Source: an optimization exercise on an open RTL-to-GDS flow (aim: small area and a short achievable clock period). Production flows keep margins and buffers that such runs may drop. Only simulation tests tie the RTL to the original design; equivalence was not proved. Power figures rest on the tool's default switching activity, not on a simulated workload.

==> flow/design.v (outline; a module is shown in full before it is edited, if it fits) <==
// module mips_exu: 50 lines
// module full_adder: 7 lines
// module mux21: 6 lines
// module nmux21: 17 lines
// module zero_check: 7 lines
// module equality_check: 14 lines
// module nadder: 28 lines
// module nincrementer: 16 lines
// module au: 21 lines
// module logical_unit: 38 lines
// module alu: 47 lines
// module bslc: 21 lines
// module slc: 30 lines
// module srlc: 33 lines
// module su: 27 lines
// module bce: 19 lines
// module exu_g_a21o: 3 lines
// module exu_g_a21oi: 3 lines
// module exu_g_a222oi: 3 lines
// module exu_g_a22o: 3 lines
// module exu_g_inv: 3 lines
// module exu_g_mux2i: 3 lines
// module exu_g_nand2: 3 lines
// module exu_g_nand3: 3 lines
// module exu_g_nor2: 3 lines
// module exu_g_o21ai: 3 lines
// module exu_g_o22ai: 3 lines
// module exu_g_or4: 3 lines
// module exu_g_xnor2: 3 lines
// module exu_g_xor2: 3 lines
// module exu_alu_ctl: 27 lines
// module exu_bit0: 11 lines
// module exu_alu_flags: 15 lines
// module exu_bce: 19 lines
// module exu_sh_ctl: 36 lines
// module exu_core: 1118 lines
module mips_exu (
    input  logic        clk,
    input  logic [31:0] a,
    input  logic [31:0] b,
    input  logic [4:0]  sa,
    input  logic [3:0]  af,
    input  logic        i,
    input  logic [1:0]  sf,
    input  logic [3:0]  bf,
    output logic [31:0] alures,
    output logic        ovfalu,
    output logic [31:0] sures,
    output logic        bcres
);
  // ...
==> flow/flow/run.sh <==
#!/bin/bash
# The standard layout, except that the port buffers are plain buffers
# (sky130_fd_sc_hd__buf_1) instead of the delay cells buffer_ports picks
# by default. Every port still gets its own buffer.
set -euo pipefail
cd "$(dirname "$0")/.."
export BUFFER_PORTS_ARGS="-buffer_cell sky130_fd_sc_hd__buf_1"
bash standard.sh BUFFER_PORTS_ARGS="$BUFFER_PORTS_ARGS" finish > standard_flow.log 2>&1
==> flow/standard.sh <==
#!/bin/bash
# synth_recipe.tcl (not shown) runs the flow's synth.tcl, then flattens the netlist and writes it again
# the make line also repeats each setting of config.mk as NAME=value (left out here)
make -C /OpenROAD-flow-scripts/flow DESIGN_CONFIG=/design/flow/config.mk WORK_HOME=/design/flow/orfs CLKGATE_MAP_FILE= SYNTH_SCRIPT=/design/flow/synth_recipe.tcl "${@:-finish}"
==> flow/config.mk <==
export PLATFORM = sky130hd
export DESIGN_NAME = mips_exu
export DESIGN_NICKNAME = mips_exu
export VERILOG_FILES = /design/flow/design.v
export SDC_FILE = /design/flow/constraint.sdc
export NUM_CORES = 4
export LEC_CHECK = 0
export CAP_MARGIN = 20
export CORE_MARGIN = 2
export CORE_UTILIZATION = 35
export SLEW_MARGIN = 20
export SYNTH_HIERARCHICAL = 1
==> flow/constraint.sdc <==
create_clock -name core_clock -period 14.0 [get_ports {clk}]
set_input_delay 2.8000 -clock core_clock [delete_from_list [all_inputs] [get_ports {clk}]]
set_output_delay 2.8000 -clock core_clock [all_outputs]
set_load 0.01 [all_outputs]
==> results by group, run 1 <==
Final layout
  • Clock buffer count: 19
  • Seq_cells: between 100 and 150
  • Largest cell class: multi-input combinational cells
  • Area occupied by multi-input gates: ~0.0043 mm2
  • Final core occ: between 40% and 50%
  • Final Cell Area: around 0.009 mm2

Global routing
  • Global route hottest layer: met2
  • Tot GR Track Use: between 20% and 30%
  • Total global routing overflow: 0
  • Met2 usage: between 30 and 40%

Clock network
  • Number of setup buffers added after CTS: 0
  • Clk buf depth: 2
  • Cells resized by post-CTS repair: 0
  • CTS tree: yes

Drt
  • DRC viols: 0
  • DRT antenna net count: 0
  • Drt first pass iters: 13
  • Uppermost layer routed: met4
  • Routed vias/inst: 5.66

Floorplanning
  • Die area: between 0.02 and 0.025 mm2
  • Die Span Y: roughly 150 um
  • Core footprint: 0.0211 mm2
  • Core Rows: 53

Outcome
  • Outcome: no timing/DRC/antenna violations

Timing
  • Final WS setup: slightly above 10000 ps
  • Worst slew pin tran: 813 ps

Worst setup path
  • Reg2Reg Depth: 15
  • Buf+Inv Stages, Crit Path: 1
  • R2R Path Start: a_q[2]

Pwr
  • Comb pwr share: approximately 28%
  • Total power: 1.37 mW

Synth
  • Post-synthesis cell area: ~0.0076 mm2
  • YS warnings: 10
  • Syn avg cell area: approximately 9.4 um2

Placement
  • Cell Area, Placed: approximately 0.0084 mm2

Run
  • Max Cap Viol: 0
==> run 2: changes to the inputs <==
==> flow/run.sh (new file) <==
#!/bin/bash
# synth_recipe.tcl (not shown) runs the flow's synth.tcl, then flattens the netlist and writes it again
# the make line also repeats each setting of config.mk as NAME=value (left out here)
make -C /OpenROAD-flow-scripts/flow DESIGN_CONFIG=/design/flow/config.mk WORK_HOME=/design/flow/orfs CLKGATE_MAP_FILE= SYNTH_SCRIPT=/design/flow/synth_recipe.tcl finish
removed: flow/flow/run.sh
removed: flow/standard.sh
==> run 2 against run 1 <==
Compared with the run above: flip-flop and latch count did not move; first-iteration DRC count fell by 21%; register-to-register slack got worse by 30 ps; largest cell class unchanged; via count rose by 0.15%; total power rose by 4.2%; critical path type unchanged.
==> results by group, run 2 <==
Pwr
  • P_leak: 4.30 nW (was 3.91 nW)
  • Total power: 1.43 mW (was 1.37 mW)
  • Switching Fraction: 31.1% (was 32.9%)
  • Max IR drop VDD: 0.0000692 V (was 0.0000757 V)
  • Psw: 445 uW (was 451 uW)
  • Internal: 985 uW (was 921 uW)
  • Comb pwr share: 31.7% (was 27.6%)
  • Clk pwr share: 32.1% (was 34.8%)
  • Pwr per Cell Area: 144 mW/mm2 (was 152 mW/mm2)
  • Seq pwr share: 36.1% (was 37.6%)

Worst setup path
  • Crit-path leading delay family: buffers and inverters (was flip-flops)
  • CP cell instances: clkdlybuf4s50_1 (was buf_1)
  • Critical Path AT: 1330 ps (was 940 ps)
  • CP max stage cell: clkdlybuf4s50_1 (was dfxtp_1)
  • Crit-path max FO: 1 (unchanged)
  • Critical path endpoint category: primary output (unchanged)
  • Critical path class: reg -> out (unchanged)
  • Buf+Inv Stages, Crit Path: 1 (unchanged)
  • CP startpoint kind: register (unchanged)
  • CP peak stage delay: 550 ps (was 310 ps)
  • Worst path required time: 11200 ps (about the same)

Min path
  • Worst Hold Class: reg -> reg (unchanged)

Synth
  • Post-synthesis cell area: 0.00757 mm2 (unchanged)
  • Syn_nets: 893 (unchanged)
  • YS warnings: 10 (unchanged)
  • Syn avg cell area: 9.36 um2 (unchanged)
  • Post-Synthesis Cells: 808 (unchanged)

Floorplanning
  • Die width: 151 um (unchanged)
  • Core Rows: 53 (unchanged)
  • Initial core utilization: 35.9% (unchanged)
  • Die area: 0.0228 mm2 (unchanged)
  • Core footprint: 0.0211 mm2 (unchanged)
  • Boundary pin count: 147 (unchanged)
  • Die Span Y: 151 um (unchanged)

Drt
  • DRT antenna net count: 0 (unchanged)
  • Starting DRT DRC Count: 1237 (was 1574)
  • Routed WL: 24300 um (was 24200 um)
  • Avg WL per Cell: 19.3 um (was 19.2 um)
  • Total number of vias: 7120 (was 7109)
  • Drt first pass iters: 12 (was 13)
  • Routed vias/inst: 5.66 (about the same)
  • DRC viols: 0 (unchanged)

Clock network
  • Root buf cell: clkbuf_16 (unchanged)
  • Clk Latency, worst-skew pair: 420 ps (about the same)
  • H-tree levels: 4 (unchanged)
  • CTS tree: yes (unchanged)
  • Number of setup buffers added after CTS: 0 (unchanged)
  • Clk buf depth: 2 (unchanged)
  • Clock Sink Count: 146 (unchanged)
  • Cells resized by post-CTS repair: 0 (unchanged)
  • Cts bufs inserted: 17 (unchanged)
  • Clk slew on worst S/H paths: 60 ps (about the same)
  • Cts hold-fix bufs: 0 (unchanged)

Final layout
  • Layout cells sized above 1: 6.31% (unchanged)
  • P&R area growth vs syn: 31.4% (was 19.6%)
  • Fin nets: 1055 (unchanged)
  • Final core occ: 47.1% (was 42.9%)
  • Most frequent cells in the layout: dfxtp_1, clkdlybuf4s50_1, a222oi_1, inv_1, xor2_1 (was dfxtp_1, buf_1, a222oi_1, inv_1, xor2_1)
  • Ant. Diodes: 0 (unchanged)

Global routing
  • Tot GR Track Use: 21.3% (was 21.1%)
  • Antenna violations before repair: 0 (unchanged)
  • Largest net degree at the start of global routing: 17 (unchanged)
  • First-pass GRT wire length: 37300 um (was 36600 um)
  • Vias in the first global route: 6753 (was 6626)
  • Total global routing overflow: 0 (unchanged)

Timing
  • Worst slew pin tran: 797 ps (was 813 ps)
  • Slew Viols, Final: 0 (unchanged)
  • RSZ-0062 raised after global routing: false (unchanged)
  • Final setup fails: 0 (unchanged)
  • Setup TNS: 0 ps (unchanged)
  • Fmax: 242 MHz (was 268 MHz)
  • Final period utilization: 29.5% (was 26.7%)
  • Clk_skew: 9.85 ps (was 10.4 ps)
  • Slew HR: 46.3% (was 45.2%)
  • Hold Vio Cnt, Final: 0 (unchanged)
  • Crit path time final: 4130 ps (was 3740 ps)

Placement
  • GP Congestion: 0.914 (was 0.955)
  • PortBufs: 146 (unchanged)
  • HPWL Detailed: 18000 um (was 17700 um)

Run
  • Max Cap Viol: 0 (unchanged)

Outcome
  • Outcome: no timing/DRC/antenna violations (unchanged)
-- run 2: final cells by class --
| class | instances | area [um2] |
|---|---|---|
| clock buffer | 21 | 460 |
| clock inverter | 10 | 134 |
| fill | 2055 | 11100 |
| inverter | 92 | 345 |
| multi-input combinational | 566 | 4260 |
| sequential | 146 | 2920 |
| tap | 275 | 344 |
| timing repair buffer | 147 | 1470 |
-- run 2: worst paths after layout --
path | from | endpoint | slack (ps) | cells after the start
hold / removal | b_q[15] | alures[31] | 490 | 1
hold reg to reg | b_q[15] | alures[31] | 490 | 1
setup / recovery | ovfalu | ovfalu | 9870 | 1
setup reg to reg | sa_q[0] | sures[31] | 10450 | 12
-- run 2: stage by stage --
stage / worst slack (ps) / cell area (um2) / std cells / hold slack, ps
floorplan: 10870 / 7570 / 808 / 450
global placement: 10300 / 9340 / 1226 / 479
detailed placement: 10300 / 9340 / 1226 / 477
CTS: 9850 / 9940 / 1257 / 489
global route: 9820 / 9940 / 1257 / 507
finish: 9870 / 9940 / 1257 / 492
-- run 2: power groups by stage --
stage | sequential (mW) | clock, mW | combinational (mW)
floorplan | 0.539 | 0 | 0.240
global placement | 0.524 | 0 | 0.447
detailed placement | 0.525 | 0 | 0.447
CTS | 0.517 | 0.469 | 0.449
global route | 0.522 | 0.491 | 0.490
finish | 0.516 | 0.460 | 0.454
-- run 2: per-layer routing --
layer  wire length [um]  global-route usage, %  up-vias
met4                555                   8.13        0
met5                  0                      0        -
li1                   -                      -     3376
met1              10700                   29.3     3318
met2              10700                   32.4      389
met3               2270                   5.09       37

port drivers added, routing unchanged:
The flow's constraints put no driver on any port. The routed layouts listed below were extracted and timed again, unchanged, in two steps. Step 1 (the two cells are an assumption about what drives the block):
set clk [get_ports {clk}]
set_driving_cell -lib_cell sky130_fd_sc_hd__clkbuf_16 $clk
set_driving_cell -lib_cell sky130_fd_sc_hd__buf_2 [delete_from_list [all_inputs] $clk]
Step 2 times the ports against the registers' clock, not the clock port: input delays grow and output delays shrink by t, the midpoint of the rising clock arrivals with the driver on. Slacks: no drivers / after step 1 / after step 2; pairs: no drivers / after step 1.
run | t, ns | setup slack, ns | slew at the worst register clock pin (ns) | worst slew at a driven data input, ns
run 1 | 0.465 | 10.262 / 10.214 / 10.478 | 0.06 / 0.06 | 0.05
run 2 | 0.468 | 9.871 / 9.822 / 10.290 | 0.06 / 0.06 | 0.05
After both steps every run listed still meets setup and hold.
